Background: an optimization exercise with open tools, aiming at small area. Do not read the settings as production practice. The RTL was checked by simulation tests, not by an equivalence proof against the original design. Power figures rest on the tool's default switching activity, not on a simulated workload.

File: flow/design.v
`timescale 1ns/1ps
module set_time (clk, rst, button_mid, button_r, button_l, button_up, button_down,  mode,
set_string, count, year_d, month_d, week, day_d, hour_d, min_d, sec_d);
input clk;
input rst;
input button_mid;
input button_l;
input button_r;
input button_down;
input button_up;
input [3:0]mode;
output [83:0] set_string;
output reg [4:0] count;
output [14:0] year_d;
output [3:0] month_d;
output reg [3:0] week;
output [4:0] day_d;
output [5:0] hour_d;
output [5:0] min_d;
output [5:0] sec_d;
localparam HOLD = 10;
function [8:0] add8;    
    input [7:0] x, y;
    input ci;
    integer i;
    reg c;
    begin
        c = ci;
        for (i = 0; i < 8; i = i + 1) begin
            add8[i] = x[i] ^ y[i] ^ c;
            c = (x[i] & y[i]) | (x[i] & c) | (y[i] & c);
        end
        add8[8] = c;
    end
endfunction
function [15:0] add15;   
    input [14:0] x, y;
    integer i;
    reg c;
    begin
        c = 1'b0;
        for (i = 0; i < 15; i = i + 1) begin
            add15[i] = x[i] ^ y[i] ^ c;
            c = (x[i] & y[i]) | (x[i] & c) | (y[i] & c);
        end
        add15[15] = c;
    end
endfunction
function [3:0] inc4;
    input [3:0] x;
    inc4 = {x[3] ^ (x[2] & x[1] & x[0]), x[2] ^ (x[1] & x[0]), x[1] ^ x[0], ~x[0]};
endfunction
function [3:0] dec4;
    input [3:0] x;
    dec4 = {x[3] ^ ~(x[2] | x[1] | x[0]), x[2] ^ ~(x[1] | x[0]), x[1] ^ ~x[0], ~x[0]};
endfunction
function ge4;           
    input [3:0] x, y;
    reg [8:0] s;
    begin
        s = add8({4'd0, x}, {4'h0, ~y}, 1'b1);
        ge4 = s[4];
    end
endfunction
function [5:0] csa7;
    input [2:0] x, y, z;
    reg [2:0] s, c;
    begin
        s = x ^ y ^ z;
        c = (x & y) | (x & z) | (y & z);
        csa7 = {c[1:0], c[2], s};
    end
endfunction
function [2:0] fin7;
    input [5:0] v;
    reg [8:0] s;
    reg [8:0] r;
    begin
        s = add8({5'd0, v[2:0]}, {5'd0, v[5:3]}, 1'b0);
        r = add8({5'd0, s[2:0]}, 8'd0, s[3]);
        fin7 = r[2:0];
    end
endfunction
function [15:0] tenx;
    input [14:0] x;
    input [3:0] y;
    reg [15:0] s;
    begin
        s = add15(x, {12'd0, y[3:1]});                        
        tenx = add15({x[11:0], 3'd0}, {s[13:0], y[0]});       
    end
endfunction
reg       e_step;              
reg [4:0] e_pos;               
reg [3:0] e_nv;                
reg [1:0] e_m;                 
reg [2:0] e_d;                 
reg       e_h;                 
reg       e_y;                 
reg [3:0] oy3, oy2, oy1, oy0;
reg       omt;
reg [3:0] omu;
reg [1:0] odt;
reg [3:0] odu;
reg [1:0] oht;
reg [3:0] ohu;
reg [2:0] ont;
reg [3:0] onu;
reg [2:0] ost;
reg [3:0] osu;
function sel;                  
    input       step;
    input [4:0] pos, k;
    sel = step && (pos == k);
endfunction
wire [3:0] y3 = sel(e_step, e_pos, 5'd20) ? e_nv : oy3;
wire [3:0] y2 = sel(e_step, e_pos, 5'd19) ? e_nv : oy2;
wire [3:0] y1 = sel(e_step, e_pos, 5'd18) ? e_nv : oy1;
wire [3:0] y0 = e_y ? 4'd1 : sel(e_step, e_pos, 5'd17) ? e_nv : oy0;
wire       mt = (e_m == 2'd1) ? 1'b1 : (e_m == 2'd2) ? 1'b0 : sel(e_step, e_pos, 5'd15) ? e_nv[0] : omt;
wire [3:0] mu = (e_m == 2'd1) ? 4'd2 : (e_m == 2'd2) ? 4'd1 : sel(e_step, e_pos, 5'd14) ? e_nv : omu;
reg  [1:0] dt;
reg  [3:0] du;
always @(*) begin
    case (e_d)
    3'd1: begin dt = 2'd2; du = 4'd9; end
    3'd2: begin dt = 2'd2; du = 4'd8; end
    3'd3: begin dt = 2'd3; du = 4'd1; end
    3'd4: begin dt = 2'd3; du = 4'd0; end
    3'd5: begin dt = 2'd0; du = 4'd1; end
    3'd6: begin dt = 2'd1; du = 4'd5; end
    default: begin
        dt = sel(e_step, e_pos, 5'd12) ? e_nv[1:0] : odt;
        du = sel(e_step, e_pos, 5'd11) ? e_nv : odu;
    end
    endcase
end
wire [1:0] ht = e_h ? 2'd2 : sel(e_step, e_pos, 5'd7) ? e_nv[1:0] : oht;
wire [3:0] hu = e_h ? 4'd3 : sel(e_step, e_pos, 5'd6) ? e_nv : ohu;
wire [2:0] nt = sel(e_step, e_pos, 5'd4) ? e_nv[2:0] : ont;
wire [3:0] nu = sel(e_step, e_pos, 5'd3) ? e_nv : onu;
wire [2:0] st = sel(e_step, e_pos, 5'd1) ? e_nv[2:0] : ost;
wire [3:0] su = sel(e_step, e_pos, 5'd0) ? e_nv : osu;
reg [2:0] gq;     
reg [2:0] kq;     
reg [5:0] kn;     
reg [3:0] timer;    
reg [3:0] timer2;   
assign set_string = {oy3, oy2, oy1, oy0, 4'hb, 3'b000, omt, omu, 4'hb, 2'b00, odt, odu, 4'hb,
                     week, 4'hb, 2'b00, oht, ohu, 4'hb, 1'b0, ont, onu, 4'hb, 1'b0, ost, osu};
wire [15:0] yb1 = tenx({11'd0, oy3}, oy2);
wire [15:0] ycB = tenx({11'd0, oy1}, oy0);
wire [14:0] yx = {2'd0, yb1[6:0], 6'd0}, yy = {3'd0, yb1[6:0], 5'd0}, yz = {6'd0, yb1[6:0], 2'd0};
wire [14:0] ys1 = yx ^ yy ^ yz;
wire [14:0] yc1 = {((yx & yy) | (yx & yz) | (yy & yz)), 1'b0};
wire [14:0] yw = {8'd0, ycB[6:0]};
wire [14:0] ys2 = ys1 ^ yc1 ^ yw;
wire [14:0] yc2 = {((ys1 & yc1) | (ys1 & yw) | (yc1 & yw)), 1'b0};
wire [15:0] yb3 = add15(ys2, yc2);
assign year_d  = {1'b0, yb3[13:0]};
wire [8:0] mb = add8({5'd0, omt, 1'b0, omt}, {5'd0, omu[3:1]}, 1'b0);
assign month_d = {mb[2:0], omu[0]};
wire [8:0] db = add8({4'd0, odt[1], odt[0], odt[1], odt[0]}, {5'd0, odu[3:1]}, 1'b0);
assign day_d   = {db[3:0], odu[0]};
wire [8:0] hb = add8({4'd0, oht[1], oht[0], oht[1], oht[0]}, {5'd0, ohu[3:1]}, 1'b0);
assign hour_d  = {hb[4:0], ohu[0]};
wire [15:0] nb = tenx({12'd0, ont}, onu);
assign min_d   = nb[5:0];
wire [15:0] sb = tenx({12'd0, ost}, osu);
assign sec_d   = sb[5:0];
wire [3:0] md = month_d;
wire [4:0] dd = day_d;
wire c0   = (oy1 == 4'd0) && (oy0 == 4'd0);           
wire c4   = !oy0[0] && (oy0[1] == oy1[0]);            
wire C4   = !oy2[0] && (oy2[1] == oy3[0]);            
wire leap = (c0 && C4) || (c4 && !c0);
wire y_eq1582 = (oy3 == 4'd1) && (oy2 == 4'd5) && (oy1 == 4'd8) && (oy0 == 4'd2);
wire y_gt1582 = (|oy3[3:1]) ||
                ((oy3 == 4'd1) && ((oy2[3] | (oy2[2] & oy2[1])) ||
                 ((oy2 == 4'd5) && ((oy1[3] & (|oy1[2:0])) ||
                  ((oy1 == 4'd8) && (oy0[3] | oy0[2] | (oy0[1] & oy0[0])))))));
wire m_feb = (md == 4'd2);
wire m_31  = (md == 4'd1) || (md == 4'd3) || (md == 4'd5) || (md == 4'd7) ||
             (md == 4'd8) || (md == 4'd10) || (md == 4'd12);
wire m_oct = (md == 4'd10);
wire m_gt10 = md[3] & (md[2] | (md[1] & md[0]));
wire d_le4  = !dd[4] && !dd[3] && (!dd[2] || (!dd[1] && !dd[0]));
wire d_lt15 = !dd[4] && !(dd[3] & dd[2] & dd[1] & dd[0]);
wire d_gap  = !d_le4 && d_lt15;                       
wire d_1to4 = d_le4 && (|dd);
wire jm  = (md == 4'd1) || (md == 4'd2);
wire fsp = jm && c0 && (oy3 == 4'd0) && (oy2 == 4'd0);
wire [1:0] cm4 = {oy0[1] ^ oy1[0], oy0[0]};
wire [1:0] Cm4 = {oy2[1] ^ oy3[0], oy2[0]};
wire [3:0] nu_ = ~oy0;
wire [3:0] nb_ = ~oy2;
wire [3:0] vb_a = {cm4, Cm4};
wire [2:0] vb = {
    (vb_a == 4'd1) | (vb_a == 4'd4) | (vb_a == 4'd7) | (vb_a == 4'd10) | (vb_a == 4'd11) | (vb_a == 4'd13) | (vb_a == 4'd14),
    (vb_a == 4'd2) | (vb_a == 4'd5) | (vb_a == 4'd7) | (vb_a == 4'd8) | (vb_a == 4'd10) | (vb_a == 4'd13) | (vb_a == 4'd15),
    (vb_a == 4'd1) | (vb_a == 4'd2) | (vb_a == 4'd3) | (vb_a == 4'd4) | (vb_a == 4'd5) | (vb_a == 4'd6) | (vb_a == 4'd8) | (vb_a == 4'd9) | (vb_a == 4'd12)};
wire [5:0] vdg_a = {md, leap, fsp};
wire [2:0] vdg = {
    (vdg_a == 6'd0) | (vdg_a == 6'd1) | (vdg_a == 6'd2) | (vdg_a == 6'd3) | (vdg_a == 6'd8) | (vdg_a == 6'd9) | (vdg_a == 6'd10) | (vdg_a == 6'd11) | (vdg_a == 6'd12) | (vdg_a == 6'd13) | (vdg_a == 6'd14) | (vdg_a == 6'd15) | (vdg_a == 6'd21) | (vdg_a == 6'd23) | (vdg_a == 6'd24) | (vdg_a == 6'd26) | (vdg_a == 6'd32) | (vdg_a == 6'd33) | (vdg_a == 6'd34) | (vdg_a == 6'd35) | (vdg_a == 6'd44) | (vdg_a == 6'd45) | (vdg_a == 6'd46) | (vdg_a == 6'd47) | (vdg_a == 6'd53) | (vdg_a == 6'd55) | (vdg_a == 6'd56) | (vdg_a == 6'd58),
    (vdg_a == 6'd4) | (vdg_a == 6'd5) | (vdg_a == 6'd7) | (vdg_a == 6'd9) | (vdg_a == 6'd11) | (vdg_a == 6'd13) | (vdg_a == 6'd15) | (vdg_a == 6'd17) | (vdg_a == 6'd19) | (vdg_a == 6'd20) | (vdg_a == 6'd22) | (vdg_a == 6'd24) | (vdg_a == 6'd26) | (vdg_a == 6'd29) | (vdg_a == 6'd31) | (vdg_a == 6'd40) | (vdg_a == 6'd41) | (vdg_a == 6'd42) | (vdg_a == 6'd43) | (vdg_a == 6'd45) | (vdg_a == 6'd47) | (vdg_a == 6'd52) | (vdg_a == 6'd54) | (vdg_a == 6'd56) | (vdg_a == 6'd58) | (vdg_a == 6'd61) | (vdg_a == 6'd63),
    (vdg_a == 6'd1) | (vdg_a == 6'd3) | (vdg_a == 6'd5) | (vdg_a == 6'd6) | (vdg_a == 6'd7) | (vdg_a == 6'd8) | (vdg_a == 6'd12) | (vdg_a == 6'd14) | (vdg_a == 6'd16) | (vdg_a == 6'd18) | (vdg_a == 6'd20) | (vdg_a == 6'd22) | (vdg_a == 6'd28) | (vdg_a == 6'd30) | (vdg_a == 6'd33) | (vdg_a == 6'd35) | (vdg_a == 6'd37) | (vdg_a == 6'd39) | (vdg_a == 6'd41) | (vdg_a == 6'd43) | (vdg_a == 6'd44) | (vdg_a == 6'd46) | (vdg_a == 6'd49) | (vdg_a == 6'd51) | (vdg_a == 6'd52) | (vdg_a == 6'd54) | (vdg_a == 6'd60) | (vdg_a == 6'd62)};
wire [4:0] tmv_a = {md, c4};
wire [5:0] tmv = {
    (tmv_a == 5'd2) | (tmv_a == 5'd3) | (tmv_a == 5'd4) | (tmv_a == 5'd5) | (tmv_a == 5'd26) | (tmv_a == 5'd27) | (tmv_a == 5'd28) | (tmv_a == 5'd29) | (tmv_a == 5'd30) | (tmv_a == 5'd31),
    (tmv_a == 5'd12) | (tmv_a == 5'd13) | (tmv_a == 5'd14) | (tmv_a == 5'd15) | (tmv_a == 5'd16) | (tmv_a == 5'd17) | (tmv_a == 5'd18) | (tmv_a == 5'd19) | (tmv_a == 5'd20) | (tmv_a == 5'd21) | (tmv_a == 5'd22) | (tmv_a == 5'd23) | (tmv_a == 5'd24) | (tmv_a == 5'd25),
    (tmv_a == 5'd6) | (tmv_a == 5'd7) | (tmv_a == 5'd8) | (tmv_a == 5'd9) | (tmv_a == 5'd10) | (tmv_a == 5'd11) | (tmv_a == 5'd18) | (tmv_a == 5'd19) | (tmv_a == 5'd20) | (tmv_a == 5'd21) | (tmv_a == 5'd22) | (tmv_a == 5'd23) | (tmv_a == 5'd24) | (tmv_a == 5'd25),
    (tmv_a == 5'd4) | (tmv_a == 5'd10) | (tmv_a == 5'd11) | (tmv_a == 5'd16) | (tmv_a == 5'd17) | (tmv_a == 5'd22) | (tmv_a == 5'd23) | (tmv_a == 5'd24) | (tmv_a == 5'd25) | (tmv_a == 5'd28) | (tmv_a == 5'd29) | (tmv_a == 5'd30) | (tmv_a == 5'd31),
    (tmv_a == 5'd5) | (tmv_a == 5'd8) | (tmv_a == 5'd9) | (tmv_a == 5'd14) | (tmv_a == 5'd15) | (tmv_a == 5'd20) | (tmv_a == 5'd21) | (tmv_a == 5'd24) | (tmv_a == 5'd25) | (tmv_a == 5'd26) | (tmv_a == 5'd27) | (tmv_a == 5'd30) | (tmv_a == 5'd31),
    (tmv_a == 5'd2) | (tmv_a == 5'd5) | (tmv_a == 5'd8) | (tmv_a == 5'd9) | (tmv_a == 5'd10) | (tmv_a == 5'd11) | (tmv_a == 5'd16) | (tmv_a == 5'd17) | (tmv_a == 5'd22) | (tmv_a == 5'd23) | (tmv_a == 5'd24) | (tmv_a == 5'd25) | (tmv_a == 5'd28) | (tmv_a == 5'd29) | (tmv_a == 5'd30) | (tmv_a == 5'd31)};
wire [5:0] p1 = csa7({oy1[1], oy1[0], oy1[2]}, {nu_[3], oy1[3], 1'b0}, {nu_[0], nu_[2], nu_[1]});
wire [5:0] g1 = csa7(p1[2:0], p1[5:3], vb);
wire [5:0] g2 = csa7(g1[2:0], g1[5:3], vdg);
wire [2:0] gq_n = fin7(g2);
wire [15:0] cB = ycB;
wire [8:0] tS = add8({1'b0, cB[6:0]}, {3'd0, cB[6:2]}, 1'b0);
wire [8:0] nS = add8(tS[7:0], {2'd0, tmv}, 1'b0);
wire [8:0] rS = add8({1'b0, yb1[6:0]}, ~nS[7:0], 1'b1);   
wire       rq = rS[8] | fsp;
wire [5:0] q1 = csa7(~rS[2:0], ~rS[5:3], {1'b0, ~rS[7], ~rS[6]});
wire [5:0] q2 = csa7(q1[2:0], q1[5:3], {1'b0, rq, rq});
wire [2:0] kq_n = fin7(q2);
wire [5:0] kn_n = {fsp | (rS[8] & !(jm & c0)), (fsp | (|rS[7:5])) ? 5'd31 : rS[4:0]};
wire w_hold = y_eq1582 && m_oct && d_gap;
wire w_greg = y_gt1582 || (y_eq1582 && (m_gt10 || (m_oct && !d_1to4 && !d_gap)));
wire [5:0] ww = csa7({dd[2], dd[1], dd[0]}, {1'b0, dd[4], dd[3]}, w_greg ? gq : kq);
wire [2:0] wr = fin7(ww);                     
wire [8:0] kc = add8({3'd0, kn[4:0]}, {3'd0, ~dd}, 1'b1);   
wire       jneg = !w_greg && kn[5] && kc[5];   
wire [2:0] wv = jneg ? ~wr : wr;              
wire [3:0] wsel = w_hold ? week : {1'b0, wv};
wire start_set = (mode == 4'd0);
wire act_ud = (timer2 == HOLD);
wire act_lr = (timer == HOLD);
wire [3:0] timer2_inc = (timer2 == 4'd11) ? timer2 : inc4(timer2);
wire [3:0] timer_inc  = (timer == 4'd11) ? timer : inc4(timer);
reg [3:0] sx, shi;
reg       slo;
always @(*) begin
    sx = 4'd0; slo = 1'b0; shi = 4'd9;
    case (count)
    5'd20: sx = y3;
    5'd19: sx = y2;
    5'd18: sx = y1;
    5'd17: begin sx = y0; slo = (y3 == 0 && y2 == 0 && y1 == 0); end
    5'd15: begin sx = {3'd0, mt}; shi = 4'd1; end
    5'd14: begin sx = mu; slo = !mt; shi = mt ? 4'd2 : 4'd9; end
    5'd12: begin sx = {2'd0, dt}; shi = m_feb ? 4'd2 : 4'd3; end
    5'd11: begin
        sx = du;
        slo = (dt == 2'd0);
        shi = (dt == 2'd3) ? (m_feb ? 4'd9 : m_31 ? 4'd1 : 4'd0) :
              (dt == 2'd2 && m_feb) ? (leap ? 4'd9 : 4'd8) : 4'd9;
    end
    5'd7:  begin sx = {2'd0, ht}; shi = 4'd2; end
    5'd6:  begin sx = hu; shi = (ht == 2'd2) ? 4'd3 : 4'd9; end
    5'd4:  begin sx = {1'b0, nt}; shi = 4'd5; end
    5'd3:  sx = nu;
    5'd1:  begin sx = {1'b0, st}; shi = 4'd5; end
    5'd0:  sx = su;
    default: ;
    endcase
end
wire sx_le_lo = (sx[3:1] == 3'd0) && (!sx[0] || slo);
wire [3:0] nx = button_up ? (ge4(sx, shi) ? {3'd0, slo} : inc4(sx))
                          : (sx_le_lo ? shi : dec4(sx));
wire step = act_ud && (button_up || button_down);
reg [1:0] n_m;
reg [2:0] n_d;
always @(*) begin
    n_m = 2'd0;
    if (mt && (mu[3] | mu[2] | (mu[1] & mu[0])))         
        n_m = 2'd1;
    if (!mt && mu == 4'd0)
        n_m = 2'd2;
    n_d = 3'd0;
    if (m_feb) begin
        if (leap) begin
            if (dt == 2'd3)
                n_d = 3'd1;
        end
        else begin
            if ((dt == 2'd2 && (du[3] & (|du[2:0]))) || dt == 2'd3)
                n_d = 3'd2;
        end
    end
    else if (m_31) begin
        if (dt == 2'd3 && (|du[3:1]))
            n_d = 3'd3;
    end
    else begin
        if (dt == 2'd3 && (|du))
            n_d = 3'd4;
    end
    if (dt == 2'd0 && du == 4'd0)
        n_d = 3'd5;
    if (y_eq1582 && m_oct && d_gap)
        n_d = 3'd6;
end
wire n_h = (ht == 2'd2) && (|hu[3:2]);
wire n_y = (y3 == 4'd0) && (y2 == 4'd0) && (y1 == 4'd0) && (y0 == 4'd0);
wire [4:0] cl_a = count;
wire [4:0] cl = {
    (cl_a == 5'd15) | (cl_a == 5'd17) | (cl_a == 5'd18) | (cl_a == 5'd19),
    (cl_a == 5'd7) | (cl_a == 5'd9) | (cl_a == 5'd11) | (cl_a == 5'd12) | (cl_a == 5'd14),
    (cl_a == 5'd3) | (cl_a == 5'd4) | (cl_a == 5'd6) | (cl_a == 5'd11) | (cl_a == 5'd12) | (cl_a == 5'd14) | (cl_a == 5'd19),
    (cl_a == 5'd1) | (cl_a == 5'd4) | (cl_a == 5'd6) | (cl_a == 5'd9) | (cl_a == 5'd12) | (cl_a == 5'd14) | (cl_a == 5'd17) | (cl_a == 5'd18),
    (cl_a == 5'd0) | (cl_a == 5'd1) | (cl_a == 5'd6) | (cl_a == 5'd7) | (cl_a == 5'd9) | (cl_a == 5'd14) | (cl_a == 5'd15) | (cl_a == 5'd18)};
wire [4:0] cr_a = count;
wire [4:0] cr = {
    (cr_a == 5'd0) | (cr_a == 5'd2) | (cr_a == 5'd5) | (cr_a == 5'd8) | (cr_a == 5'd10) | (cr_a == 5'd13) | (cr_a == 5'd16) | (cr_a == 5'd18) | (cr_a == 5'd19) | (cr_a == 5'd20) | (cr_a == 5'd21) | (cr_a == 5'd22) | (cr_a == 5'd23) | (cr_a == 5'd24) | (cr_a == 5'd25) | (cr_a == 5'd26) | (cr_a == 5'd27) | (cr_a == 5'd28) | (cr_a == 5'd29) | (cr_a == 5'd30) | (cr_a == 5'd31),
    (cr_a == 5'd11) | (cr_a == 5'd12) | (cr_a == 5'd14) | (cr_a == 5'd15) | (cr_a == 5'd17),
    (cr_a == 5'd0) | (cr_a == 5'd6) | (cr_a == 5'd7) | (cr_a == 5'd9) | (cr_a == 5'd14) | (cr_a == 5'd15) | (cr_a == 5'd17),
    (cr_a == 5'd2) | (cr_a == 5'd4) | (cr_a == 5'd5) | (cr_a == 5'd7) | (cr_a == 5'd8) | (cr_a == 5'd9) | (cr_a == 5'd10) | (cr_a == 5'd12) | (cr_a == 5'd13) | (cr_a == 5'd15) | (cr_a == 5'd16) | (cr_a == 5'd17) | (cr_a == 5'd19) | (cr_a == 5'd20) | (cr_a == 5'd21) | (cr_a == 5'd22) | (cr_a == 5'd23) | (cr_a == 5'd24) | (cr_a == 5'd25) | (cr_a == 5'd26) | (cr_a == 5'd27) | (cr_a == 5'd28) | (cr_a == 5'd29) | (cr_a == 5'd30) | (cr_a == 5'd31),
    (cr_a == 5'd2) | (cr_a == 5'd3) | (cr_a == 5'd4) | (cr_a == 5'd5) | (cr_a == 5'd8) | (cr_a == 5'd9) | (cr_a == 5'd10) | (cr_a == 5'd11) | (cr_a == 5'd12) | (cr_a == 5'd13) | (cr_a == 5'd16) | (cr_a == 5'd17) | (cr_a == 5'd18) | (cr_a == 5'd20) | (cr_a == 5'd21) | (cr_a == 5'd22) | (cr_a == 5'd23) | (cr_a == 5'd24) | (cr_a == 5'd25) | (cr_a == 5'd26) | (cr_a == 5'd27) | (cr_a == 5'd28) | (cr_a == 5'd29) | (cr_a == 5'd30) | (cr_a == 5'd31)};
wire [4:0] n_count = button_l ? cl : button_r ? cr : count;
always @(posedge clk) begin
    if (rst) begin
        e_step <= 1'b0; e_m <= 2'd0; e_d <= 3'd0; e_h <= 1'b0; e_y <= 1'b0;
        oy3 <= 4'd2; oy2 <= 4'd0; oy1 <= 4'd2; oy0 <= 4'd3;
        omt <= 1'b0; omu <= 4'd1; odt <= 2'd0; odu <= 4'd1;
        oht <= 2'd0; ohu <= 4'd0; ont <= 3'd0; onu <= 4'd0; ost <= 3'd0; osu <= 4'd0;
        gq <= 3'd6; kq <= 3'd5; kn <= 6'd0;
        week <= 4'd0;
        timer2 <= 4'd0;
    end
    else begin
        e_step <= step; e_m <= n_m; e_d <= n_d; e_h <= n_h; e_y <= n_y;
        oy3 <= y3; oy2 <= y2; oy1 <= y1; oy0 <= y0;
        omt <= mt; omu <= mu; odt <= dt; odu <= du;
        oht <= ht; ohu <= hu; ont <= nt; onu <= nu; ost <= st; osu <= su;
        gq <= gq_n; kq <= kq_n; kn <= kn_n;
        week <= (wsel == 4'd0) ? 4'd7 : wsel;
        timer2 <= (start_set && (button_up || button_down)) ? timer2_inc : 4'd0;
    end
end
always @(posedge clk) begin
    e_pos <= count;
    e_nv <= nx;
end
always @(posedge clk) begin
    if (rst) begin
        timer <= 4'd0;
        count <= 5'd20;
    end
    else if (start_set) begin
        timer <= (button_l || button_r) ? timer_inc : 4'd0;
        if (act_lr)
            count <= n_count;
    end
end
endmodule
File: flow/flow/run.sh
#!/bin/bash
# Own layout flow:
#  1. the standard synthesis;
#  2. its combinational logic re-mapped for area with ABC (registers, tie cells
#     and adder cells untouched, see resynth.tcl; four random seeds, the
#     smallest result kept);
#  3. full adders whose pins are mostly inverted flipped (faflip.py; a full
#     adder is self-dual), checked equivalent with Yosys, and steps 2-3 once more;
#  4. the standard layout from floorplan to finish, with buf_1 port buffers.
# Each tool's output goes to a log file of its own in this folder.
set -euo pipefail
R=orfs/results/${FLOW_PLATFORM}/set_time/base
YOSYS=${FLOW_HOME}/../tools/install/yosys/bin/yosys
export RS_LIB=${FLOW_HOME}/platforms/${FLOW_PLATFORM}/lib/sky130_fd_sc_hd__tt_025C_1v80.lib
export RS_TOP=${FLOW_TOP}

# resynth IN TAG: prints the smallest of four re-mapped netlists (or IN)
resynth() {
  local in=$1 tag=$2 best=$1 bestarea=1e30 s a
  for s in 1 2 3 4; do
    sed "s/@SEED@/$s/" flow/abc_area.script > abc_${tag}_$s.script
    ( RS_IN=$in RS_OUT=${tag}_$s.v RS_ABC=abc_${tag}_$s.script \
        "$YOSYS" -c flow/resynth.tcl > log_${tag}_$s.txt 2>&1 || true ) &
  done
  wait
  for s in 1 2 3 4; do
    if [[ -s ${tag}_$s.v && -s ${tag}_$s.v.stat ]]; then
      a=$(awk '/Chip area/ {print $NF}' ${tag}_$s.v.stat)
      if awk -v a="$a" -v b="$bestarea" 'BEGIN {exit !(a < b)}'; then best=${tag}_$s.v; bestarea=$a; fi
    fi
  done
  echo "$tag: $best $bestarea" >> log_choices.txt
  echo "$best"
}

# flip IN OUT: OUT is IN with full adders flipped if that is proven equivalent, else IN
flip() {
  if python3 flow/faflip.py "$1" "$2.try" > "log_$2.txt" 2>&1 &&
     RS_GOLD=$1 RS_GATE=$2.try "$YOSYS" -c flow/equiv.tcl > "log_$2_equiv.txt" 2>&1; then
    cp "$2.try" "$2"
  else
    cp "$1" "$2"
  fi
  echo "flip: $2 from $(cmp -s "$1" "$2" && echo unchanged || echo flipped)" >> log_choices.txt
}

bash standard.sh synth > log_1_standard_synth.txt 2>&1
cp "$R/1_2_yosys.v" std_1_2_yosys.v
b1=$(resynth std_1_2_yosys.v rs1)
flip "$b1" flip1.v
b2=$(resynth flip1.v rs2)
flip "$b2" flip2.v
# the netlist laid out: flip2.v if it is proven equivalent to the standard synthesis
if RS_GOLD=std_1_2_yosys.v RS_GATE=flip2.v "$YOSYS" -c flow/equiv.tcl > log_final_equiv.txt 2>&1; then
  cp flip2.v "$R/1_2_yosys.v"
else
  echo "final: standard synthesis (flip2.v not proven equivalent)" >> log_choices.txt
fi
rm -f "$R/1_synth.odb" "$R/1_synth.sdc"
bash standard.sh BUFFER_PORTS_ARGS="-buffer_cell sky130_fd_sc_hd__buf_1" finish > log_3_standard_layout.txt 2>&1
File: flow/flow/abc_area.script
strash
&get -n; &deepsyn -T 90 -S @SEED@; &put
&get -n; &dch -f; &nf -p -R 1000 -F 8 -A 8 -C 32; &put
File: flow/flow/equiv.tcl
# Proves that two netlists of the same design (same registers) are equivalent;
# fails otherwise. RS_GOLD and RS_GATE name the netlists.
yosys -import
set lib $::env(RS_LIB)
read_liberty -ignore_miss_func $lib
read_verilog $::env(RS_GOLD)
yosys rename $::env(RS_TOP) gold
read_verilog $::env(RS_GATE)
yosys rename $::env(RS_TOP) gate
hierarchy -check
flatten gold gate
# match nets only, not the pins of flattened cells (a flipped adder's pins differ on purpose)
yosys rename -hide w:*.* w:*.Q %d w:*.D %d w:*.CLK %d
opt_clean
equiv_make gold gate equiv
hierarchy -top equiv
equiv_simple -seq 1
equiv_induct
equiv_status -assert
File: flow/flow/faflip.py
#!/usr/bin/env python3
"""Inverter reduction around full adders in a mapped sky130 netlist.

A full adder is self-dual: FA(~a, ~b, ~c) = (~sum, ~cout). For each fa cell this
pass counts the inverters that flipping all its pins would remove or add, and
flips it when that saves inverters. Flip-flops and all other cells are left as
they are. Usage: faflip.py in.v out.v
"""
import re
import sys

INST = re.compile(r"^  (sky130_fd_sc_hd__\w+) (\S+)\s+\(\n((?:    \.\w+\([^\n]*\),?\n)+)  \);\n", re.M)
PIN = re.compile(r"\.(\w+)\((.*)\),?$")
OUTS = {"X", "Y", "Q", "Q_N", "SUM", "COUT", "HI", "LO"}


def main(src, dst):
    text = open(src).read()
    insts = []  # [type, name, {pin: net}, span]
    for m in INST.finditer(text):
        pins = {}
        for line in m.group(3).splitlines():
            p = PIN.search(line.strip())
            pins[p.group(1)] = p.group(2).strip()
        insts.append([m.group(1), m.group(2), pins, m.span()])

    def is_inv(t):
        return "inv_" in t

    drv, loads = {}, {}

    def index():
        drv.clear()
        loads.clear()
        for i, (t, n, pins, _) in enumerate(insts):
            if t is None:
                continue
            for p, net in pins.items():
                if p in OUTS:
                    drv[net] = (i, p)
                else:
                    loads.setdefault(net, []).append((i, p))

    ports = set()
    for m in re.finditer(r"^\s*output\s+(?:\[[^\]]*\]\s*)?(\S+);", text, re.M):
        ports.add(m.group(1))

    # nets used by assign statements are treated like ports
    for m in re.finditer(r"^\s*assign\s+(.*?)\s*=\s*(.*?);", text, re.M):
        ports.add(m.group(1).strip())
        ports.add(m.group(2).strip())

    def is_port(net):
        base = net.split("[")[0].strip()
        return base in ports or net in ports

    newnets = []
    counter = [0]
    tag = 1
    while f"_ff{tag}n" in text or f"_ff{tag}i" in text or f"_ff{tag}o" in text:
        tag += 1

    def fresh():
        counter[0] += 1
        n = f"_ff{tag}n{counter[0]}_"
        newnets.append(n)
        return n

    def inv_of(net):
        """An existing inverter output that equals ~net, or None."""
        for i, p in loads.get(net, []):
            if is_inv(insts[i][0]) and insts[i][0] is not None:
                return insts[i][2]["Y"]
        return None

    index()
    flipped = 0
    for fi in range(len(insts)):
        t, n, pins, _ = insts[fi]
        if t is None or not t.startswith("sky130_fd_sc_hd__fa_"):
            continue
        gain = 0
        plan_in = {}
        for p in ("A", "B", "CIN"):
            x = pins[p]
            d = drv.get(x)
            if d and is_inv(insts[d[0]][0]):
                w = insts[d[0]][2]["A"]
                plan_in[p] = ("use", w)
                if len(loads.get(x, [])) == 1 and not is_port(x):
                    gain += 1  # that inverter goes away
            elif inv_of(x) is not None:
                plan_in[p] = ("use", inv_of(x))
            else:
                plan_in[p] = ("new", x)
                gain -= 1
        plan_out = {}
        for p in ("SUM", "COUT"):
            o = pins[p]
            ls = loads.get(o, [])
            invs = [i for i, q in ls if is_inv(insts[i][0])]
            others = [(i, q) for i, q in ls if not is_inv(insts[i][0])]
            if ls and not others and not is_port(o) and not any(is_port(insts[i][2]["Y"]) for i in invs):
                plan_out[p] = ("absorb", invs)
                gain += len(invs)
            else:
                plan_out[p] = ("restore", invs)
                gain -= 1
        if gain <= 0:
            continue
        flipped += 1
        for p, (kind, net) in plan_in.items():
            if kind == "use":
                old = pins[p]
                pins[p] = net
            else:
                y = fresh()
                insts.append(["sky130_fd_sc_hd__inv_1", f"_ff{tag}i{counter[0]}_", {"A": net, "Y": y}, None])
                pins[p] = y
        for p, (kind, invs) in plan_out.items():
            o = pins[p]
            if kind == "absorb":
                # the fa now drives ~o: it takes the first inverter's output net,
                # the other inverters' loads move to that net
                keep = insts[invs[0]][2]["Y"]
                pins[p] = keep
                for i in invs:
                    y = insts[i][2]["Y"]
                    if y != keep:
                        for j, q in loads.get(y, []):
                            insts[j][2][q] = keep
                    insts[i][0] = None
            else:
                y = fresh()
                pins[p] = y
                insts.append(["sky130_fd_sc_hd__inv_1", f"_ff{tag}o{counter[0]}_", {"A": y, "Y": o}, None])
        index()
        # drop inverters left without loads
        for i, (ti, ni, pi, _) in enumerate(insts):
            if ti is not None and is_inv(ti) and not loads.get(pi["Y"]) and not is_port(pi["Y"]):
                insts[i][0] = None
        index()

    # write the netlist back: cells in place, new cells and wires at the end
    out = []
    pos = 0
    for t, n, pins, span in insts:
        if span is None:
            continue
        out.append(text[pos:span[0]])
        pos = span[1]
        if t is not None:
            out.append(cell(t, n, pins))
    tail = text[pos:]
    extra = "".join(cell(t, n, pins) for t, n, pins, span in insts if span is None and t is not None)
    wires = "".join(f"  wire {w};\n" for w in newnets)
    k = tail.rfind("endmodule")
    body = "".join(out)
    # declare the new wires right after the port list
    h = body.find(");\n") + 3
    body = body[:h] + wires + body[h:]
    open(dst, "w").write(body + tail[:k] + extra + tail[k:])
    print(f"flipped {flipped} full adders")


def cell(t, n, pins):
    # an escaped identifier ends at white space
    lines = [f"    .{p}({net}{' ' if net.startswith(chr(92)) else ''})" for p, net in pins.items()]
    return f"  {t} {n} (\n" + ",\n".join(lines) + "\n  );\n"


if __name__ == "__main__":
    main(sys.argv[1], sys.argv[2])
File: flow/flow/resynth.tcl
# Re-map the combinational logic of the standard synthesis netlist with a
# stronger ABC script. Flip-flops, tie cells and full/half adder cells are kept
# as they are (black boxes), so every register keeps its name and cell type.
yosys -import
set lib $::env(RS_LIB)
read_liberty -ignore_miss_func $lib
read_verilog $::env(RS_IN)
hierarchy -top $::env(RS_TOP)
blackbox sky130_fd_sc_hd__df* sky130_fd_sc_hd__edf* sky130_fd_sc_hd__sdf* sky130_fd_sc_hd__dl* sky130_fd_sc_hd__conb_1 sky130_fd_sc_hd__fa_* sky130_fd_sc_hd__ha_*
flatten
select $::env(RS_TOP)
opt -purge
abc -script $::env(RS_ABC) -liberty $lib -dont_use *probe* -dont_use *lpflow*
read_liberty -lib -overwrite $lib
setundef -zero
splitnets
opt_clean -purge
hilomap -singleton -hicell sky130_fd_sc_hd__conb_1 HI -locell sky130_fd_sc_hd__conb_1 LO
insbuf -buf sky130_fd_sc_hd__buf_4 A X
check -assert -mapped
tee -o $::env(RS_OUT).stat stat -liberty $lib
write_verilog -selected -noattr -nohex -nodec $::env(RS_OUT)
File: flow/standard.sh
#!/bin/bash
# synth_recipe.tcl (not shown) runs the flow's synth.tcl, then flattens the netlist and writes it again
# the make line also repeats each setting of config.mk as NAME=value (left out here)
make -C /OpenROAD-flow-scripts/flow DESIGN_CONFIG=/design/flow/config.mk WORK_HOME=/design/flow/orfs CLKGATE_MAP_FILE= SYNTH_SCRIPT=/design/flow/synth_recipe.tcl "${@:-finish}"
File: flow/config.mk
export PLATFORM = sky130hd
export DESIGN_NAME = set_time
export DESIGN_NICKNAME = set_time
export VERILOG_FILES = /design/flow/design.v
export SDC_FILE = /design/flow/constraint.sdc
export NUM_CORES = 4
export LEC_CHECK = 0
export CAP_MARGIN = 20
export CORE_MARGIN = 2
export CORE_UTILIZATION = 70
export CTS_BUF_LIST = sky130_fd_sc_hd__clkbuf_8
export PLACE_DENSITY = 0.75
export SLEW_MARGIN = 20
File: flow/constraint.sdc
create_clock -name core_clock -period 40.0 [get_ports {clk}]
set_input_delay 8.0000 -clock core_clock [delete_from_list [all_inputs] [get_ports {clk}]]
set_output_delay 8.0000 -clock core_clock [all_outputs]
set_load 0.01 [all_outputs]
==> results of run 1 <==
worst register-to-register path: cells and delay by family, from the launching register on:
family,cells,cell delay [ns]
xor+xnor,2,0.27
fa+ha+maj,17,6.07
simple gates,4,0.68
flops,1,0.36
compound gates,3,0.74
buf+inv,3,0.38
per-stage QoR:
step	instances	total power [mW]	util [%]
detailed placement	1028	0.166	70.9
finish	1044	0.219	72.3
global route	1044	0.231	72.3
CTS	1044	0.219	72.3
floorplan	893	0.159	-
global placement	1028	0.163	70.9
final cells by class:
cell class / count / area share (%)
clock buffer: 9 / 1.57
multi-input combinational: 638 / 64.6
timing repair buffer: 116 / 5.80
tap: 140 / 2.21
inverter: 41 / 1.95
sequential: 93 / 23.5
clock inverter: 7 / 0.364
power groups by stage:
stage / clock network [mW] / logic, mW / registers (mW)
2_1_floorplan: 0 / 0.0578 / 0.102
3_3_place_gp: 0 / 0.0602 / 0.103
3_5_place_dp: 0 / 0.0634 / 0.103
4_1_cts: 0.0544 / 0.0638 / 0.101
5_1_grt: 0.0578 / 0.0719 / 0.101
6_report: 0.0540 / 0.0640 / 0.101
cell usage in the layout (no fill, tap or decap), types with 4 or more instances in the layout:
cell	n
or2_0	12
clkinv_1	35
a21oi_1	43
o31ai_1	5
nand3b_1	4
nor2b_1	21
a31oi_1	4
nand2b_1	21
nor4_1	11
mux2_1	7
o32ai_1	4
ha_1	58
nor2_1	84
xnor2_1	12
buf_1	109
a22oi_1	9
a211oi_1	9
o21ai_0	19
o21a_1	4
conb_1	34
dfxtp_1	93
nand4_1	6
nor3b_1	4
inv_1	11
nand2_1	54
clkbuf_8	9
o22ai_1	8
nor3_1	22
a22o_1	12
nand3_1	10
mux2i_1	23
buf_4	6
and2_0	4
or3_1	4
xor2_1	10
fa_1	67
a21o_1	4
a222oi_1	4
flip-flops by register name, indices dropped and copies added, names as in the netlist, 4 cells and up:
| register | flops |
|---|---|
| oy0 | 4 |
| kn | 6 |
| timer | 4 |
| oy2 | 4 |
| week | 4 |
| osu | 4 |
| e_nv | 4 |
| oy1 | 4 |
| onu | 4 |
| oy3 | 4 |
| ohu | 4 |
| omu | 4 |
| timer2 | 4 |
| odu | 4 |
| count | 5 |
| e_pos | 5 |
routing by layer:
layer	share of wire [%]	global-route usage [%]	vias to the layer above
li1	-	-	2949
met1	41	39.5	2996
met2	49	55.3	287
met3	6.4	6.29	59
met4	4.2	17.0	0
met5	0	0	-
how the worst max path moves through the flow:
| stage | start | endpoint | slack [ns] | cells after the start |
|---|---|---|---|---|
| final | oy1[0] | year_d[13] | 24.91 | 17 |
| after global routing | oy1[0] | year_d[13] | 24.58 | 17 |
| after CTS | oy1[0] | year_d[13] | 24.91 | 17 |
| after detailed placement | oy1[0] | year_d[13] | 25.36 | 17 |
| after global placement | oy1[0] | year_d[13] | 25.39 | 17 |
| after floorplan | oy1[0] | year_d[13] | 25.75 | 17 |
==> impl_metrics.yaml, run 1 <==
cts:
  ctsHoldBuffers: 0
  post_cts_buffers: 0
  cts_resized: 0
  cts_tree: "built"
  numCtsBuffers: 9
  cts-root-buf: "clkbuf_8"
  clock_latency_ns: 0.39
  clk_pin_slew_ns: 0.09
  cts_max_level: 3
  cts_buffer_depth: 2
  cts_sinks: 93
timing:
  grt_setup_unrepaired: "false"
  worst_slack_ns: 24.91
  setup_tns_ns: 0
  fmax_mhz: 66.3
  whs_ns: 0.482
  hold_viol: 0
  drv_slew: 0
  maxSlewHeadroom_pct: 45.5
  finalSetupViolCount: 0
  min_period_over_period_pct: 37.7
  tightest_slew_ns: 0.811
  period_needed_ns: 15.09
  worst_clock_skew_ns: 0.00863
global_route:
  grt_max_degree: 66
  grt_pass1_wl_mm: 30.1
  track_usage_pct: 32.7
  overflow: 0
  grt_pass1_vias: 6127
  antenna_found_initial: 0
worst_setup_path:
  slowest_delay_ns: 0.53
  worstPathArrival_ns: 7.09
  reg2reg_depth: 29
  cp.required_ns: 32.00
  critPathKind: "flip-flop to output port"
  r2r_start: "omt"
  r2r_setup_slack_ns: 31.39
  cp_cell_sequence: "ha_1, fa_1, fa_1, ha_1, fa_1, fa_1, xor2_1, fa_1, fa_1, fa_1, fa_1, fa_1, fa_1, fa_1, fa_1, xor2_1, buf_1"
  regToRegEndpoint: "kq[1]"
  cp-start-kind: "flip-flop"
  cp_common_cell: "fa_1"
  cp_slowest_cell: "fa_1"
  cpLargestDelayFamily: "adder cells"
  crit_buf_inv: 1
  cp-end-kind: "output port"
  crit_path_max_fanout: 7
cells_and_area:
  fill_cells: 853
  seq_area_um2: 1860
  fin_area_um2: 7910
  drive_above_1_share_pct: 1.99
  multi_input_area_um2: 5110
  final_nets: 1035
  area_growth_pct: -0.0158
  antenna_cells: 0
run:
  maxCapViolCount: 0
place:
  dp.final_hpwl_mm: 15.3
  io_buffers: 110
  gp_congestion: 0.939
  place_area_um2: 7760
  pre_cts_ws_ns: 25.36
floorplan:
  die_x_um: 110
  core_um2: 10900
  pin_count: 146
  rows: 38
  die_height_um: 110
  dieArea_um2: 12200
  start_util_pct: 72.4
routing:
  drt_wl_total_mm: 19.3
  firstDrtPassIters: 6
  route.vias.total: 6291
  drc: 0
  drt_iter0_markers: 490
  wl_per_cell_um: 18.5
  avgViaCountPerCell: 6.03
  ant_nets: 0
power:
  p_leak_nw: 3.37
  p_int_mw: 0.145
  switching_share_pct: 33.7
  comb_power_share_pct: 29.2
  p_per_area_nw_per_um2: 27.6
  seqPwrFrac_pct: 46.0
  p_switching_mw: 0.0736
  vdd_ir_drop_max_uv: 27.7
  clkPwrFrac_pct: 24.7
synth:
  synth_area_per_cell_um2: 9.19
  yosysWarnings: 1
  synthCells: 861
  synth_area_um2: 7910
run_status:
  status: "finished clean"
worst_hold_path:
  hold_class: "flip-flop to flip-flop"
  min_path_cells: 0
  min_to: "e_pos[2]"
  hold_start: "count[2]"
==> run 2, diff against run 1 <==
--- a/flow/design.v
+++ b/flow/design.v
@@ -236,8 +236,8 @@
 wire start_set = (mode == 4'd0);
 wire act_ud = (timer2 == HOLD);
 wire act_lr = (timer == HOLD);
-wire [3:0] timer2_inc = (timer2 == 4'd11) ? timer2 : inc4(timer2);
-wire [3:0] timer_inc  = (timer == 4'd11) ? timer : inc4(timer);
+wire [3:0] timer2_inc = (timer2[3] & timer2[2]) ? timer2 : inc4(timer2);    
+wire [3:0] timer_inc  = (timer[3] & timer[2]) ? timer : inc4(timer);
 reg [3:0] sx, shi;
 reg       slo;
 always @(*) begin
==> run 2 against run 1 <==
Compared with the run above:
- via count grew 3.8%
- global-route usage is essentially flat
- still clean on timing, DRC and antenna
- highest routed layer unchanged
- first-iteration DRC count grew 37%
- sequential share of layout area shrank 0.056 points
- synthesized cell count grew 2.8%
- combinational power grew 31%
- die area shrank 0.38%
==> impl_metrics.yaml, run 2 <==
cells_and_area:
  area_growth_pct: 0.619
  final_nets: 1055
  top_regs: "kn (6), count (5), e_pos (5)"
  top_register: "kn"
  fin_area_um2: 7930
  layout_common_cells: "buf_1, dfxtp_1, nand2_1, nor2_1, fa_1"
  antenna_cells: 0
  multi_input_area_um2: 5080
  drive_above_1_share_pct: 1.95
  fill_cells: 876
  seq_area_um2: 1860
  final_common_cell: "buf_1"
  largest_reg_flops: 6
worst_setup_path:
  cp-start-kind: "flip-flop"
  worstPathArrival_ns: 7.06
  startpoint: "oy1[0]"
  slowest_delay_ns: 0.56
  crit_path_max_fanout: 8
  cp-end-kind: "output port"
  r2r_setup_slack_ns: 31.57
  cp_cell_sequence: "ha_1, fa_1, fa_1, ha_1, fa_1, ha_1, fa_1, fa_1, fa_1, fa_1, fa_1, fa_1, fa_1, fa_1, fa_1, xor2_1, buf_1"
  cp_slowest_cell: "fa_1"
  cp.required_ns: 32.00
  critPathKind: "flip-flop to output port"
  r2r_start: "oy1[0]"
  cp_common_cell: "fa_1"
timing:
  hold_viol: 0
  tightest_slew_ns: 0.892
  setup_tns_ns: 0
  period_needed_ns: 15.06
  finalSetupViolCount: 0
  min_period_over_period_pct: 37.6
  grt_setup_unrepaired: "false"
  worst_clock_skew_ns: 0.0112
  drv_slew: 0
  maxSlewHeadroom_pct: 40.0
  worst_slack_ns: 24.94
  whs_ns: 0.514
  fmax_mhz: 66.4
cts:
  cts_resized: 0
  cts-root-buf: "clkbuf_8"
  post_cts_buffers: 0
  cts_tree: "built"
  cts_max_level: 3
  clock_latency_ns: 0.39
  cts_buffer_depth: 2
  numCtsBuffers: 9
  clk_pin_slew_ns: 0.09
  ctsHoldBuffers: 0
  cts_sinks: 93
place:
  gp_congestion: 0.932
  pre_cts_ws_ns: 25.38
  place_area_um2: 7700
  dp.final_hpwl_mm: 15.2
  io_buffers: 110
synth:
  yosysWarnings: 1
  synth_area_um2: 7880
  synth_area_per_cell_um2: 8.91
  synthCells: 885
power:
  clkPwrFrac_pct: 28.2
  p_int_mw: 0.169
  p_per_area_nw_per_um2: 32.8
  p_switching_mw: 0.0911
  p_leak_nw: 3.28
  seqPwrFrac_pct: 39.6
  switching_share_pct: 35.0
  vdd_ir_drop_max_uv: 59.4
  comb_power_share_pct: 32.3
run:
  maxCapViolCount: 0
floorplan:
  die_x_um: 110
  core_um2: 10900
  die_height_um: 110
  pin_count: 146
  dieArea_um2: 12100
  rows: 38
  start_util_pct: 72.1
global_route:
  track_usage_pct: 32.7
  grt_pass1_vias: 6110
  antenna_found_initial: 0
  grt_max_degree: 47
  overflow: 0
  grt_pass1_wl_mm: 30.6
routing:
  ant_nets: 0
  wl_per_cell_um: 18.0
  drt_iter0_markers: 673
  avgViaCountPerCell: 6.14
  firstDrtPassIters: 5
  drc: 0
  drt_wl_total_mm: 19.2
  route.vias.total: 6531
worst_hold_path:
  hold_start: "osu[0]"
  hold_class: "flip-flop to flip-flop"
run_status:
  status: "finished clean"
==> run 2: cell types whose count changed in the layout (fill, tap and decap cells not counted), moves of 9 or more <==
cell,delta
o21ai_0,+35
nand3_1,+9
nor2_1,-15
mux2i_1,-16
a22o_1,-11
nand2_1,+33
==> run 2: path summary, 6_finish.rpt <==
path | end | cells after the start
worst max-delay path | year_d[13] | 17
worst min-delay path | osu[0] | 2
worst max register to register | kq[2] | 23
worst min register to register | osu[0] | 2
==> run 2: per-stage QoR <==
stage / power, mW / instances / util (%)
after global routing: 0.277 / 1064 / 72.5
after floorplan: 0.177 / 917 / -
after detailed placement: 0.189 / 1048 / 70.4
after CTS: 0.261 / 1064 / 72.5
after global placement: 0.185 / 1048 / 70.4
final: 0.260 / 1064 / 72.5
==> run 2: layout make-up <==
| class | count | area share (%) |
|---|---|---|
| sequential | 93 | 23.5 |
| multi-input combinational | 663 | 64.1 |
| inverter | 40 | 1.89 |
| clock buffer | 11 | 1.91 |
| tap | 140 | 2.21 |
| timing repair buffer | 112 | 5.41 |
| clock inverter | 5 | 1.03 |
==> run 2: worst max-delay path, delay by kind of cell, from the launching register on <==
kind	cells	cell delay, ns
adder cells (fa/ha/maj)	15	5.95
flip-flops	1	0.41
buffers and inverters	1	0.16
XOR/XNOR	1	0.15
==> run 2: layer usage <==
metal | up-vias | GRT usage (%) | wire (um)
met4 | 0 | 10.3 | 389
li1 | 3029 | - | -
met3 | 36 | 6.35 | 1280
met2 | 315 | 57.2 | 9860
met1 | 3151 | 40.8 | 7670
met5 | - | 0 | 0
==> run 2: power by group through the flow <==
| stage | sequential [mW] | clock, mW | combinational [mW] |
|---|---|---|---|
| finish | 0.103 | 0.0733 | 0.0840 |
| global route | 0.104 | 0.0778 | 0.0953 |
| CTS | 0.103 | 0.0740 | 0.0839 |
| detailed placement | 0.105 | 0 | 0.0835 |
| global placement | 0.105 | 0 | 0.0796 |
| floorplan | 0.104 | 0 | 0.0735 |
==> run 3, diff against run 2 <==
--- a/flow/design.v
+++ b/flow/design.v
@@ -117,24 +117,11 @@
 wire [3:0] y2 = sel(e_step, e_pos, 5'd19) ? e_nv : oy2;
 wire [3:0] y1 = sel(e_step, e_pos, 5'd18) ? e_nv : oy1;
 wire [3:0] y0 = e_y ? 4'd1 : sel(e_step, e_pos, 5'd17) ? e_nv : oy0;
-wire       mt = (e_m == 2'd1) ? 1'b1 : (e_m == 2'd2) ? 1'b0 : sel(e_step, e_pos, 5'd15) ? e_nv[0] : omt;
-wire [3:0] mu = (e_m == 2'd1) ? 4'd2 : (e_m == 2'd2) ? 4'd1 : sel(e_step, e_pos, 5'd14) ? e_nv : omu;
-reg  [1:0] dt;
-reg  [3:0] du;
-always @(*) begin
-    case (e_d)
-    3'd1: begin dt = 2'd2; du = 4'd9; end
-    3'd2: begin dt = 2'd2; du = 4'd8; end
-    3'd3: begin dt = 2'd3; du = 4'd1; end
-    3'd4: begin dt = 2'd3; du = 4'd0; end
-    3'd5: begin dt = 2'd0; du = 4'd1; end
-    3'd6: begin dt = 2'd1; du = 4'd5; end
-    default: begin
-        dt = sel(e_step, e_pos, 5'd12) ? e_nv[1:0] : odt;
-        du = sel(e_step, e_pos, 5'd11) ? e_nv : odu;
-    end
-    endcase
-end
+wire       mt = (|e_m) ? e_m[1] : sel(e_step, e_pos, 5'd15) ? e_nv[0] : omt;
+wire [3:0] mu = (|e_m) ? {2'b00, e_m} : sel(e_step, e_pos, 5'd14) ? e_nv : omu;
+wire [1:0] dt = (|e_d) ? e_d[2:1] : sel(e_step, e_pos, 5'd12) ? e_nv[1:0] : odt;
+wire [3:0] du = (|e_d) ? {e_d[2] & !e_d[1], !e_d[2] & e_d[1], 1'b0, e_d[0]} :
+                sel(e_step, e_pos, 5'd11) ? e_nv : odu;
 wire [1:0] ht = e_h ? 2'd2 : sel(e_step, e_pos, 5'd7) ? e_nv[1:0] : oht;
 wire [3:0] hu = e_h ? 4'd3 : sel(e_step, e_pos, 5'd6) ? e_nv : ohu;
 wire [2:0] nt = sel(e_step, e_pos, 5'd4) ? e_nv[2:0] : ont;
@@ -274,32 +261,32 @@
 always @(*) begin
     n_m = 2'd0;
     if (mt && (mu[3] | mu[2] | (mu[1] & mu[0])))         
-        n_m = 2'd1;
-    if (!mt && mu == 4'd0)
         n_m = 2'd2;
+    if (!mt && mu == 4'd0)
+        n_m = 2'd1;
     n_d = 3'd0;
     if (m_feb) begin
         if (leap) begin
             if (dt == 2'd3)
-                n_d = 3'd1;
+                n_d = 3'd5;
         end
         else begin
             if ((dt == 2'd2 && (du[3] & (|du[2:0]))) || dt == 2'd3)
-                n_d = 3'd2;
+                n_d = 3'd4;
         end
     end
     else if (m_31) begin
         if (dt == 2'd3 && (|du[3:1]))
-            n_d = 3'd3;
+            n_d = 3'd7;
     end
     else begin
         if (dt == 2'd3 && (|du))
-            n_d = 3'd4;
+            n_d = 3'd6;
     end
     if (dt == 2'd0 && du == 4'd0)
-        n_d = 3'd5;
+        n_d = 3'd1;
     if (y_eq1582 && m_oct && d_gap)
-        n_d = 3'd6;
+        n_d = 3'd3;
 end
 wire n_h = (ht == 2'd2) && (|hu[3:2]);
 wire n_y = (y3 == 4'd0) && (y2 == 4'd0) && (y1 == 4'd0) && (y0 == 4'd0);
==> run 3 against run 2 <==
Compared with the run above:
- largest cell class unchanged
- hold slack got worse by 0.034 ns
- die area is 0.63% lower
- setup slack improved by 0.068 ns
- combinational power down 93%
- largest power group unchanged
- synthesized cell count fell by 2.7%
- register-to-register slack got worse by 0.27 ns
- non-clock buffer count rose by 2
- still clean on timing, DRC and antenna
- critical path depth did not move
==> impl_metrics.yaml, run 3 <==
worst_setup_path:
  critPathKind: "flip-flop to output port"
  cp-start-kind: "flip-flop"
  cp.required_ns: 32.00
  worstPathArrival_ns: 6.99
  crit_path_max_fanout: 7
  cp-end-kind: "output port"
routing:
  drt_iter0_markers: 672
  firstDrtPassIters: 7
  ant_nets: 0
  route.vias.total: 6432
  wl_per_cell_um: 18.5
  avgViaCountPerCell: 6.17
  drc: 0
  drt_wl_total_mm: 19.3
cells_and_area:
  antenna_cells: 0
  final_nets: 1034
  top_regs: "kn (6), count (5), e_pos (5)"
  top_register: "kn"
  layout_common_cells: "buf_1, dfxtp_1, nor2_1, fa_1, ha_1"
  final_common_cell: "buf_1"
  largest_reg_flops: 6
  area_growth_pct: 0.272
  drive_above_1_share_pct: 2.33
timing:
  drv_slew: 0
  min_period_over_period_pct: 37.5
  setup_tns_ns: 0
  finalSetupViolCount: 0
  hold_viol: 0
  period_needed_ns: 14.99
  tightest_slew_ns: 1.05
  maxSlewHeadroom_pct: 28.9
  grt_setup_unrepaired: "false"
  worst_clock_skew_ns: 0.0168
  fmax_mhz: 66.7
global_route:
  antenna_found_initial: 0
  overflow: 0
  grt_max_degree: 70
  grt_pass1_wl_mm: 30.8
  track_usage_pct: 33.2
  grt_pass1_vias: 6156
synth:
  synth_area_um2: 7830
  yosysWarnings: 1
  synth_area_per_cell_um2: 9.09
  synthCells: 861
power:
  p_leak_nw: 3.21
  p_per_area_nw_per_um2: 20.6
  vdd_ir_drop_max_uv: 21.5
  p_total_mw: 0.162
floorplan:
  start_util_pct: 71.9
  core_um2: 10900
  die_height_um: 110
  rows: 38
  die_x_um: 110
  pin_count: 146
  dieArea_um2: 12000
cts:
  clk_pin_slew_ns: 0.10
  post_cts_buffers: 0
  cts_buffer_depth: 2
  cts_max_level: 3
  cts_resized: 0
  cts-root-buf: "clkbuf_8"
  numCtsBuffers: 9
  cts_tree: "built"
  ctsHoldBuffers: 0
  clock_latency_ns: 0.39
  cts_sinks: 93
run_status:
  status: "finished clean"
place:
  io_buffers: 110
  gp_congestion: 0.968
  dp.final_hpwl_mm: 15.2
worst_hold_path:
  hold_class: "flip-flop to flip-flop"
run:
  maxCapViolCount: 0
run 3: cell type report:
cell class,count,area (um^2)
Fill cell,883,3040
Timing Repair Buffer,114,444
Inverter,41,154
Clock buffer,9,124
Tap cell,140,175
Multi-Input combinational cell,639,5030
Clock inverter,7,58.8
Sequential cell,93,1860
run 3: critical path, cell delays in order (launching register included):
cell and delay, ns:
dfxtp_1 0.41, ha_1 0.23, fa_1 0.38, fa_1 0.37, ha_1 0.30, fa_1 0.41, fa_1 0.39, xor2_1 0.46
fa_1 0.52, fa_1 0.44, fa_1 0.38, fa_1 0.40, fa_1 0.39, fa_1 0.41, fa_1 0.40, fa_1 0.39
xor2_1 0.15, buf_1 0.16
run 3: through the flow:
| step | utilization, % | cells | worst slack, ns | area (um^2) | hold slack [ns] |
|---|---|---|---|---|---|
| 2_1_floorplan | - | 893 | 25.77 | 7950 | 0.412 |
| 3_3_place_gp | 70.4 | 1027 | 25.49 | 7670 | 0.455 |
| 3_5_place_dp | 70.4 | 1027 | 25.41 | 7670 | 0.456 |
| 4_1_cts | 72.1 | 1043 | 25.00 | 7850 | 0.478 |
| 5_1_grt | 72.1 | 1043 | 24.75 | 7850 | 0.505 |
| 6_report | 72.1 | 1043 | 25.01 | 7850 | 0.481 |
run 3: final timing paths:
kind | startpoint | end | slack, ns | cells after the start
min reg2reg | timer2[3] | e_step | 0.48 | 2
min | timer2[3] | e_step | 0.48 | 2
max reg2reg | omt | kq[2] | 31.30 | 26
max | oy1[0] | year_d[13] | 25.01 | 17
run 3: power by group:
| part | switching, mW | internal (mW) | total, mW |
|---|---|---|---|
| Clock | 0.0380 | 0.0233 | 0.0613 |
| Combinational | 0.00458 | 0.00145 | 0.00604 |
| Sequential | 0.00105 | 0.0932 | 0.0942 |
| Total | 0.0436 | 0.118 | 0.162 |
run 3: routing by layer:
layer  wire [um]  vias to the layer above  GRT usage (%)
met5           0                        -              0
met3        1320                       46           5.99
met4         705                        0           15.1
li1            -                     2973              -
met2        9740                      320           56.7
met1        7510                     3093           40.8

## port drivers added, routing unchanged
In the flow no input, the clock included, has a driving cell. The finished layouts below were timed again as built, in two steps. Step 1: set_driving_cell puts a clkbuf_16 on clk and a buf_2 on each other input, an assumption about the parent block. Step 2, shift: input delay + t, output delay - t, t = (earliest + latest rising clock arrival at the registers) / 2. This alone moves slack from input paths to output paths. a / b / c = ideal / step 1 / step 2; a / b = the first two.
run | shift t [ns] | setup slack, ns | hold slack, ns | worst slew at a driven data input, ns
run 1 | 0.418 | 24.912 / 24.878 / 25.297 | 0.482 / 0.482 / 0.482 | 0.04
run 2 | 0.415 | 24.944 / 24.908 / 25.324 | 0.514 / 0.514 / 0.514 | 0.04
run 3 | 0.422 | 25.011 / 24.975 / 25.397 | 0.481 / 0.481 / 0.481 | 0.03
After both steps every run listed still meets setup and hold.
